From an optimization exercise on the open Yosys and OpenROAD flow, aimed at small area, a short achievable clock period and few clock cycles per item; shortcuts taken in it are not production practice.
Only simulation tests tie the RTL to the original design; equivalence was not proved.

==> flow/design.v <==
`timescale 1ns/10ps
module alu(
    clk,
    reset,
    inA,
    inB,
    opcode,
    result,
    extra_result,
    PStart,
    PDone
    );
    input              clk, reset;
    input      [31:0]  inA, inB;
    input      [2:0]   opcode;
    output     [31:0]  result, extra_result;
    input              PStart;
    output reg         PDone;
    localparam ADD = 3'd0, SUB = 3'd1, OR = 3'd2, AND = 3'd3,
               NOT = 3'd4, MUL = 3'd5, SLL = 3'd6, SRL = 3'd7;
    reg  [3:0]  cnt;         
    reg  [31:0] ar;          
    reg  [4:0]  shr;         
    reg  [2:0]  opr;         
    reg         mulf, subf;
    reg  [5:0]  bctl;        
    reg         neg0;        
    reg  [33:0] acc;         
    reg  [31:0] lo;          
    assign result       = lo;
    assign extra_result = acc[31:0];
    wire c0 = (cnt == 4'd0);
    wire c7 = (cnt == 4'd7);
    wire in_mul   = (opcode == MUL);
    wire in_sub   = (opcode == SUB);
    wire in_not   = (opcode == NOT);
    wire in_logic = (opcode == OR) | (opcode == AND) | in_not;
    always @(posedge clk or posedge reset) begin
        if (reset) begin
            cnt   <= 4'd0;
            PDone <= 1'b0;
        end else begin
            cnt   <= PStart ? cnt + 4'd1 : 4'd0;
            PDone <= PStart & (c0 ? in_logic : mulf ? (cnt == 4'd8) : (cnt == 4'd1));
        end
    end
    function [5:0] booth2;
        input [4:0] w;
        begin
            booth2[0] = w[1] ^ w[0];
            booth2[1] = (w[2] & ~w[1] & ~w[0]) | (~w[2] & w[1] & w[0]);
            booth2[2] = w[2];
            booth2[3] = w[3] ^ w[2];
            booth2[4] = (w[4] & ~w[3] & ~w[2]) | (~w[4] & w[3] & w[2]);
            booth2[5] = w[4];
        end
    endfunction
    always @(posedge clk) begin
        ar   <= inA;
        shr  <= inB[4:0];
        opr  <= opcode;
        mulf <= in_mul;
        subf <= in_sub;
        if (c0) begin
            bctl <= in_mul ? booth2({inB[4:1], 1'b0}) : 6'd0;
            neg0 <= in_mul ? inB[2] : in_sub;
        end else begin
            bctl <= mulf ? booth2({lo[8] & ~c7, lo[7:4]}) : 6'd0;
            neg0 <= mulf ? lo[6] : subf;
        end
    end
    wire one0 = bctl[0], two0 = bctl[1];
    wire one1 = bctl[3], two1 = bctl[4], n1 = bctl[5];
    wire [37:0] a1 = {5'd0, ar, 1'b0};
    wire [37:0] a2 = {4'd0, ar, 2'b0};
    wire [37:0] bb = {6'd0, lo & {32{~mulf}}};
    wire [37:0] q0 = (({38{one0}} & a1) | ({38{two0}} & a2) | bb) ^ {38{neg0}};
    wire [34:0] s1 = ({35{one1}} & {3'd0, ar}) | ({35{two1}} & {2'd0, ar, 1'b0});
    wire [37:0] q1 = {s1 ^ {35{n1}}, {3{n1}}};
    wire [37:0] f  = {{4{acc[33]}}, acc};
    wire [37:0] cs = f ^ q0 ^ q1;
    wire [37:0] cc = (f & q0) | (f & q1) | (q0 & q1);
    wire [38:0] tt = {cs, 1'b1} + {cc[36:0], neg0, n1};
    wire [37:0] t  = tt[38:1];
    wire [4:0]  sh  = shr;
    wire [4:0]  rot_amt = opr[0] ? (5'd0 - sh) : sh;
    wire [31:0] r0 = rot_amt[0] ? {ar[30:0], ar[31]}     : ar;
    wire [31:0] r1 = rot_amt[1] ? {r0[29:0], r0[31:30]}  : r0;
    wire [31:0] r2 = rot_amt[2] ? {r1[27:0], r1[31:28]}  : r1;
    wire [31:0] r3 = rot_amt[3] ? {r2[23:0], r2[31:24]}  : r2;
    wire [31:0] rot = rot_amt[4] ? {r3[15:0], r3[31:16]} : r3;
    wire [31:0] mask_l = 32'hffffffff << sh;
    wire [31:0] mask_r = 32'hffffffff >> sh;
    reg [31:0] lo0;
    always @* begin
        case (opcode)
            OR:      lo0 = inA | inB;
            AND:     lo0 = inA & inB;
            NOT:     lo0 = ~inA;
            default: lo0 = inB;
        endcase
    end
    wire [33:0] acc0 = in_not ? {34{1'b1}} :
                       in_logic ? 34'd0 : {2'b00, inA & {32{~in_mul | inB[0]}}};
    reg [31:0] nlo;
    reg [33:0] nacc;
    always @* begin
        case (opr)
            MUL: begin nlo = {t[3:0], lo[31:4]}; nacc = t[37:4];      end
            SLL: begin nlo = rot & mask_l;   nacc = {2'b00, rot & ~mask_l}; end
            SRL: begin nlo = rot & mask_r;   nacc = 34'd0;            end
            SUB: begin nlo = t[31:0];        nacc = {34{t[32]}};      end
            default: begin nlo = t[31:0];    nacc = {33'd0, t[32]};   end
        endcase
    end
    always @(posedge clk) begin
        lo  <= c0 ? lo0 : nlo;
        acc <= c0 ? acc0 : nacc;
    end
endmodule
clock: 16.0 ns
lec_check: 0
abc_area: 1
cap_margin: 20
core_margin: 2
core_utilization: 40
place_density: 0.6
slew_margin: 20
standard.sh (not shown) runs the stock make flow with config.mk's settings and CLKGATE_MAP_FILE= SYNTH_SCRIPT=/design/flow/synth_recipe.tcl, a recipe that flattens the netlist after the stock synthesis.
==> flow/flow/run.sh <==
#!/bin/bash
# The standard layout, with two changes to how it is made (the clock period and
# the constraints are unchanged):
# - timing repair is asked to reach a setup slack of SETUP_SLACK_MARGIN ns;
# - the port buffers are buf_2 cells (the default pick is a slow delay buffer).
set -euo pipefail
cd "$(dirname "$0")/.."
bash standard.sh SETUP_SLACK_MARGIN=11.8 \
  "BUFFER_PORTS_ARGS=-buffer_cell sky130_fd_sc_hd__buf_2" finish > standard_flow.log 2>&1
The starting point completed with no timing, DRC or antenna violations.
Testbench counts at the start, summed over its fixed seeds: cycles 21,722, ops 4,800.
Then changed:
==> flow/flow/run.sh (replaced) <==
#!/bin/bash
# The standard layout, with three changes to how it is made (the clock period
# and the constraints are unchanged):
# - timing repair is asked to reach a setup slack of SETUP_SLACK_MARGIN ns;
# - the port buffers are buf_2 cells (the default pick is a slow delay buffer);
# - clock tree synthesis inserts no dummy loads.
set -euo pipefail
cd "$(dirname "$0")/.."
bash standard.sh SETUP_SLACK_MARGIN=11.8 \
  "BUFFER_PORTS_ARGS=-buffer_cell sky130_fd_sc_hd__buf_2" \
  "CTS_ARGS=-sink_clustering_enable -repair_clock_nets -dont_use_dummy_load" \
  finish > standard_flow.log 2>&1
CORE_UTILIZATION = 50   (was 40)
PLACE_DENSITY = 0.7   (was 0.6)
Core utilization climbs by 10 points; final cell count drops by 4.5%; worst hold slack degrades by 0.0060 ns; register-to-register slack stays flat; die area drops by 20%; clock skew climbs by 0.013 ns; synthesized area does not change; wire length drops by 7.7%; final area drops by 1.9%; critical path depth drops by 8.

-- re-timing with driven ports --
The flow's constraints put no driver on any port. The routed layouts listed below were extracted and timed again, unchanged, in two steps. Step 1 assumes that a clkbuf_16 drives the clock port and a buf_2 every other input. Step 2 adds t to the input delays and takes it off the output delays; t is the mean of the earliest and latest rising clock arrival at the registers after step 1. Input paths then give back, and output paths get back, about the clock's delay inside the block. Three values: no drivers, after step 1, after step 2; two values: the first two.
run | t, ns | setup WS [ns] | worst register clock-pin slew, ns | cell pins on the clock port's net
the first run | 0.487 | 11.771 / 11.740 / 11.312 | 0.07 / 0.07 | 1
the second run | 0.470 | 11.763 / 11.712 / 11.346 | 0.07 / 0.07 | 1
After both steps setup and hold are still met in every run listed. For the first run, which loses most, drivers alone change the setup slack by -0.031 ns; drivers and shift together by -0.459 ns.
